This design comes from an exercise in tuning for small area on the open sky130 flow, not from production work. The RTL was checked by simulation tests, not by an equivalence proof against the original design. No driver is modelled on the clock port, so clocking that relies on it looks cheaper here than on a real chip. No activity file was given, so power comes from the tool's default toggle rates.

==> flow/design.v <==
`timescale 1ns / 1ps
module ultrasonic_fsm(
input wire clk,
input wire rst,
input wire echo,
output wire trig_start,
output wire [13:0] distance_measure
    );
    reg [2:0] ph;
    reg [12:0] z;    
    reg [8:0] q;
    reg [8:0] d;
    wire trig = ph[2];
    wire idle = ~(ph[2] | ph[1] | ph[0]);
    wire wt   = ~ph[1] & ph[0];
    wire meas = ph[1] & ~ph[0];
    wire ten  = ph[1] & ph[0];
    wire r_wrap = (((z ^ 13'd3084) & 13'd4095) == 13'd0);
    wire r_ms   = (((z ^ 13'd216) & 13'd221) == 13'd0);
    wire end_wt = &(q | ~9'd7)   & r_wrap;   
    wire end_ms = &(q | ~9'd343) & r_ms;     
    wire end_tn = &(q | ~9'd171) & r_wrap;   
    wire go_trg  = idle | (wt & ~echo & end_wt) | (meas & echo & end_ms);
    wire go_wt   = trig & r_wrap;             
    wire go_ms   = wt & echo;
    wire go_tn   = meas & ~echo;
    wire clr = go_trg | go_wt | go_ms | go_tn;
    always @(posedge clk) begin
        if (rst) ph <= 3'b000;
        else if (go_trg) ph <= 3'b100;
        else if (go_wt) ph <= 3'b001;
        else if (go_ms) ph <= 3'b010;
        else if (go_tn) ph <= 3'b011;
        else if (ten & end_tn) ph <= 3'b000;
    end
    always @(posedge clk) begin
        if (clr) z <= 13'd2638 ^ ({13{go_trg}} & 13'd672) ^ ({13{go_wt}} & 13'd518) ^ ({13{go_tn}} & 13'd2050);
        else if (r_wrap) z <= 13'd2638;
        else z <= {~z[11:0], z[4] ^ z[12]};
        if (clr) q <= 9'd0;
        else if (r_wrap) q <= q + 9'd1;
    end
    always @(posedge clk) begin
        if (rst) d <= 9'd0;
        else if (go_tn) d <= q;
    end
    assign trig_start = trig;
    assign distance_measure = {5'd0, d};
endmodule
==> flow/config.mk <==
export PLATFORM = sky130hd
export DESIGN_NAME = ultrasonic_fsm
export DESIGN_NICKNAME = ultrasonic_fsm
export VERILOG_FILES = /design/flow/design.v
export SDC_FILE = /design/flow/constraint.sdc
export NUM_CORES = 4
export LEC_CHECK = 0
export CAP_MARGIN = 20
export CORE_AREA = 2 2 62 62
export DIE_AREA = 0 0 64 64
export PLACE_DENSITY = 0.85
export SLEW_MARGIN = 20
==> flow/constraint.sdc <==
create_clock -name core_clock -period 25.0 [get_ports {clk}]
set_input_delay 5.0000 -clock core_clock [delete_from_list [all_inputs] [get_ports {clk}]]
set_output_delay 5.0000 -clock core_clock [all_outputs]
set_load 0.01 [all_outputs]
standard.sh (not shown) runs the stock make flow with config.mk's settings and CLKGATE_MAP_FILE= SYNTH_SCRIPT=/design/flow/synth_recipe.tcl, a recipe that flattens the netlist after the stock synthesis.
==> flow/flow/run.sh <==
#!/bin/bash
# Own layout flow: the standard synthesis, then an area-oriented ABC
# re-mapping of the combinational logic (registers kept as synthesized),
# then the standard ORFS layout with small port buffers and a single clock
# buffer in place of the clock tree. Each tool's output goes to its own log.
set -euo pipefail
W=$PWD
RES=$W/orfs/results/$FLOW_PLATFORM/ultrasonic_fsm/base
LIB=$FLOW_HOME/platforms/$FLOW_PLATFORM/lib/sky130_fd_sc_hd__tt_025C_1v80.lib
CLKBUF=$(cut -d" " -f1 flow/clkbuf.txt)
NCLK=$(cut -d" " -f2 flow/clkbuf.txt)

bash standard.sh $RES/1_2_yosys.v > $W/synth.log 2>&1

cp $RES/1_2_yosys.v $W/synth_standard.v
DU=$(sed -n '/^export DONT_USE_CELLS/,/^$/p' $FLOW_HOME/platforms/$FLOW_PLATFORM/config.mk | tr -d '\\' | grep -o 'sky130_fd_sc_hd__[a-z0-9_]*' | sed 's/^/-dont_use /' | tr '\n' ' ')
reopt() {  # reopt NAME ABC-SCRIPT
  echo "$2" > $W/$1.abc
  cat > $W/$1.ys <<EOS
read_liberty -ignore_miss_func $LIB
read_verilog $W/synth_standard.v
hierarchy -top $FLOW_TOP
blackbox sky130_fd_sc_hd__dfxtp_1
flatten
hierarchy -top $FLOW_TOP
opt -purge
abc -liberty $LIB $DU -script $W/$1.abc
opt_clean -purge
setundef -zero
hilomap -singleton -hicell sky130_fd_sc_hd__conb_1 HI -locell sky130_fd_sc_hd__conb_1 LO
splitnets
opt_clean -purge
insbuf -buf sky130_fd_sc_hd__buf_1 A X
tee -o $W/$1_stat.txt stat -liberty $LIB
write_verilog -noexpr -noattr -nohex -nodec $W/$1.v
EOS
  timeout 900 yosys -s $W/$1.ys > $W/$1.log 2>&1 || true
  grep 'Chip area' $W/$1_stat.txt 2>/dev/null | awk '{print $NF}' || true
}
best=""; bestA=1e9
reopt ra "strash; dc2; balance; rewrite -z; refactor -z; rewrite -z; dch -f; map -a; topo" > $W/ra.area
for round in 1 2 3; do
  for seed in 1 2 3 4; do
    s=$(( seed + 4 * (round - 1) ))
    case $round in
      1) map="&put; dc2; &get -n; &nf -a -E 100 -Q 100; &put" ;;
      2) map="&nf -a -E 100 -Q 100; &put" ;;
      3) map="&put; map -a" ;;
    esac
    reopt rs$s "strash; &get -n; &deepsyn -T 120 -S $s; $map; topo" > $W/rs$s.area &
  done
  wait
done
for n in ra rs1 rs2 rs3 rs4 rs5 rs6 rs7 rs8 rs9 rs10 rs11 rs12; do
  a=$(cat $W/$n.area)
  echo "$n $a" >> $W/reopt_summary.txt
  if [[ -n "$a" ]] && python3 -c "import sys; sys.exit(0 if $a < $bestA else 1)"; then best=$n; bestA=$a; fi
done
echo "best $best $bestA" >> $W/reopt_summary.txt
cp $W/$best.v $RES/1_2_yosys.v

bash standard.sh "BUFFER_PORTS_ARGS=-buffer_cell sky130_fd_sc_hd__buf_1" SKIP_REPAIR_TIE_FANOUT=1 \
  PRE_CTS_TCL=$W/flow/pre_cts.tcl "CTS_ARGS=-clk_nets clk" MY_CLKBUF=$CLKBUF MY_NCLK=$NCLK finish > $W/layout.log 2>&1
==> flow/flow/clkbuf.txt <==
sky130_fd_sc_hd__buf_12 1
Other scripts of this flow, unchanged in this note and not shown: flow/flow/pre_cts.tcl
Then changed:
==> flow/flow/clkbuf.txt (replaced) <==
sky130_fd_sc_hd__clkbuf_16 1
Effect:
- setup slack gains 0.023 ns
- core utilization came out higher by 0.15 points
- wire length barely changes
- final cell count is unchanged
- clock power came out higher by about 5%
- first-iteration DRC count came out lower by 10%
- power is higher by 1.1%
- sequential cell count is unchanged

* * *

Setup of run E:
ultrasonic_fsm, a different RTL version from the one above (not shown whole).
For scale: about 130 cells after synthesis, about 1200 µm² of cells after synthesis.
Settings: LEC_CHECK=0, CAP_MARGIN=0, CORE_AREA=2 2 62 62, DIE_AREA=0 0 64 64, PLACE_DENSITY=0.85, SLEW_MARGIN=0; clock period 25.0 ns.
==> flow/flow/run.sh <==
#!/bin/bash
# Own layout flow: the standard synthesis, then an area-oriented ABC
# re-mapping of the combinational logic (registers kept as synthesized),
# then the standard ORFS layout with small port buffers and a single clock
# buffer in place of the clock tree. Each tool's output goes to its own log.
set -euo pipefail
W=$PWD
RES=$W/orfs/results/$FLOW_PLATFORM/ultrasonic_fsm/base
LIB=$FLOW_HOME/platforms/$FLOW_PLATFORM/lib/sky130_fd_sc_hd__tt_025C_1v80.lib
CLKBUF=$(cut -d" " -f1 flow/clkbuf.txt)
NCLK=$(cut -d" " -f2 flow/clkbuf.txt)

bash standard.sh $RES/1_2_yosys.v > $W/synth.log 2>&1

cp $RES/1_2_yosys.v $W/synth_standard.v
DU=$(sed -n '/^export DONT_USE_CELLS/,/^$/p' $FLOW_HOME/platforms/$FLOW_PLATFORM/config.mk | tr -d '\\' | grep -o 'sky130_fd_sc_hd__[a-z0-9_]*' | sed 's/^/-dont_use /' | tr '\n' ' ')
reopt() {  # reopt NAME ABC-SCRIPT
  echo "$2" > $W/$1.abc
  cat > $W/$1.ys <<EOS
read_liberty -ignore_miss_func $LIB
read_verilog $W/synth_standard.v
hierarchy -top $FLOW_TOP
blackbox sky130_fd_sc_hd__dfxtp_1
flatten
hierarchy -top $FLOW_TOP
opt -purge
abc -liberty $LIB $DU -script $W/$1.abc
opt_clean -purge
setundef -zero
hilomap -singleton -hicell sky130_fd_sc_hd__conb_1 HI -locell sky130_fd_sc_hd__conb_1 LO
splitnets
opt_clean -purge
insbuf -buf sky130_fd_sc_hd__buf_1 A X
tee -o $W/$1_stat.txt stat -liberty $LIB
write_verilog -noexpr -noattr -nohex -nodec $W/$1.v
EOS
  timeout 900 yosys -s $W/$1.ys > $W/$1.log 2>&1 || true
  grep 'Chip area' $W/$1_stat.txt 2>/dev/null | awk '{print $NF}' || true
}
best=""; bestA=1e9
reopt ra "strash; dc2; balance; rewrite -z; refactor -z; rewrite -z; dch -f; map -a; topo" > $W/ra.area
names="ra"
for round in 1 2 3 4 5 6 7 8; do
  for seed in 1 2 3 4; do
    s=$(( seed + 4 * (round - 1) ))
    case $(( round % 3 )) in
      1) map="&put; dc2; &get -n; &nf -a -E 100 -Q 100; &put" ;;
      2) map="&nf -a -E 100 -Q 100; &put" ;;
      0) map="&put; map -a" ;;
    esac
    reopt rs$s "strash; &get -n; &deepsyn -T 90 -S $s; $map; topo" > $W/rs$s.area &
    names="$names rs$s"
  done
  wait
done
for n in $names; do
  a=$(cat $W/$n.area)
  echo "$n $a" >> $W/reopt_summary.txt
  if [[ -n "$a" ]] && python3 -c "import sys; sys.exit(0 if $a < $bestA else 1)"; then best=$n; bestA=$a; fi
done
echo "best $best $bestA" >> $W/reopt_summary.txt
cp $W/$best.v $RES/1_2_yosys.v

bash standard.sh "BUFFER_PORTS_ARGS=-buffer_cell sky130_fd_sc_hd__buf_1" SKIP_REPAIR_TIE_FANOUT=1 \
  PRE_CTS_TCL=$W/flow/pre_cts.tcl "CTS_ARGS=-clk_nets clk" MY_CLKBUF=$CLKBUF MY_NCLK=$NCLK finish > $W/layout.log 2>&1
==> flow/flow/clkbuf.txt <==
sky130_fd_sc_hd__clkbuf_16 1
Other scripts of this flow, unchanged in this note and not shown: flow/flow/pre_cts.tcl
## Diff of input files: run D against run E
- PLACE_DENSITY: 0.85 -> 0.95
-- flow/flow/run.sh --
<<< run E, line 41
reopt ra "strash; dc2; balance; rewrite -z; refactor -z; rewrite -z; dch -f; map -a; topo" > $W/ra.area
names="ra"
for round in 1 2 3 4 5 6 7 8; do
  for seed in 1 2 3 4; do
    s=$(( seed + 4 * (round - 1) ))
>>> run D, line 41
reopt ra "strash; dc2; balance; rewrite -z; refactor -z; rewrite -z; dch -f; map -a; topo" > $W/ra.area
names="ra"
for round in 1; do
  for seed in 1 2 3 4; do
    s=$(( seed + 4 * (round - 1) ))
==> flow/flow/clkbuf.txt <==
sky130_fd_sc_hd__buf_12 1
Findings:
Cell area after layout: run D vs run E — no meaningful difference. Run D against run E: total number of multi-input combinational cells increased by 4 relative to the old numbers, register-to-register slack higher, number of inserted filler cells in the final layout went down by about 1.2%, total power has decreased, post-route met1 wirelength has decreased. Run E has lower amount of wire on met2 after detailed routing than run D. Compared with run E, in run D final net count +3; part of the power in the clock network -0.4 points.

==> separate check: timing with driven ports <==
How much do the figures lean on ideal ports? The routed layouts below were timed once more, with nothing changed but the port constraints. Step 1, drivers: a clkbuf_16 drives clk and a buf_2 each remaining input, both assumed. Step 2 also shifts input and output timing later by t, the mid clock arrival at the registers, as if the neighbouring blocks saw the same clock. Three values: no drivers, after step 1, after step 2; two values: the first two.
run	shift t [ns]	setup WS [ns]	hold WS [ns]	slew at the worst register clock pin (ns)
the first run of note 1	0.177	18.108 / 18.115 / 17.938	0.408 / 0.408 / 0.408	0.12 / 0.12
the second run of note 1	0.200	18.132 / 18.136 / 17.936	0.407 / 0.407 / 0.407	0.12 / 0.12
run E	0.197	17.954 / 17.963 / 17.766	0.407 / 0.407 / 0.407	0.11 / 0.11
run D	0.180	18.126 / 18.139 / 17.958	0.405 / 0.405 / 0.405	0.12 / 0.12
After both steps every run listed still meets setup and hold. The setup slack of the second run of note 1, which loses most, moves by +0.004 ns with the drivers and by -0.196 ns with both steps.
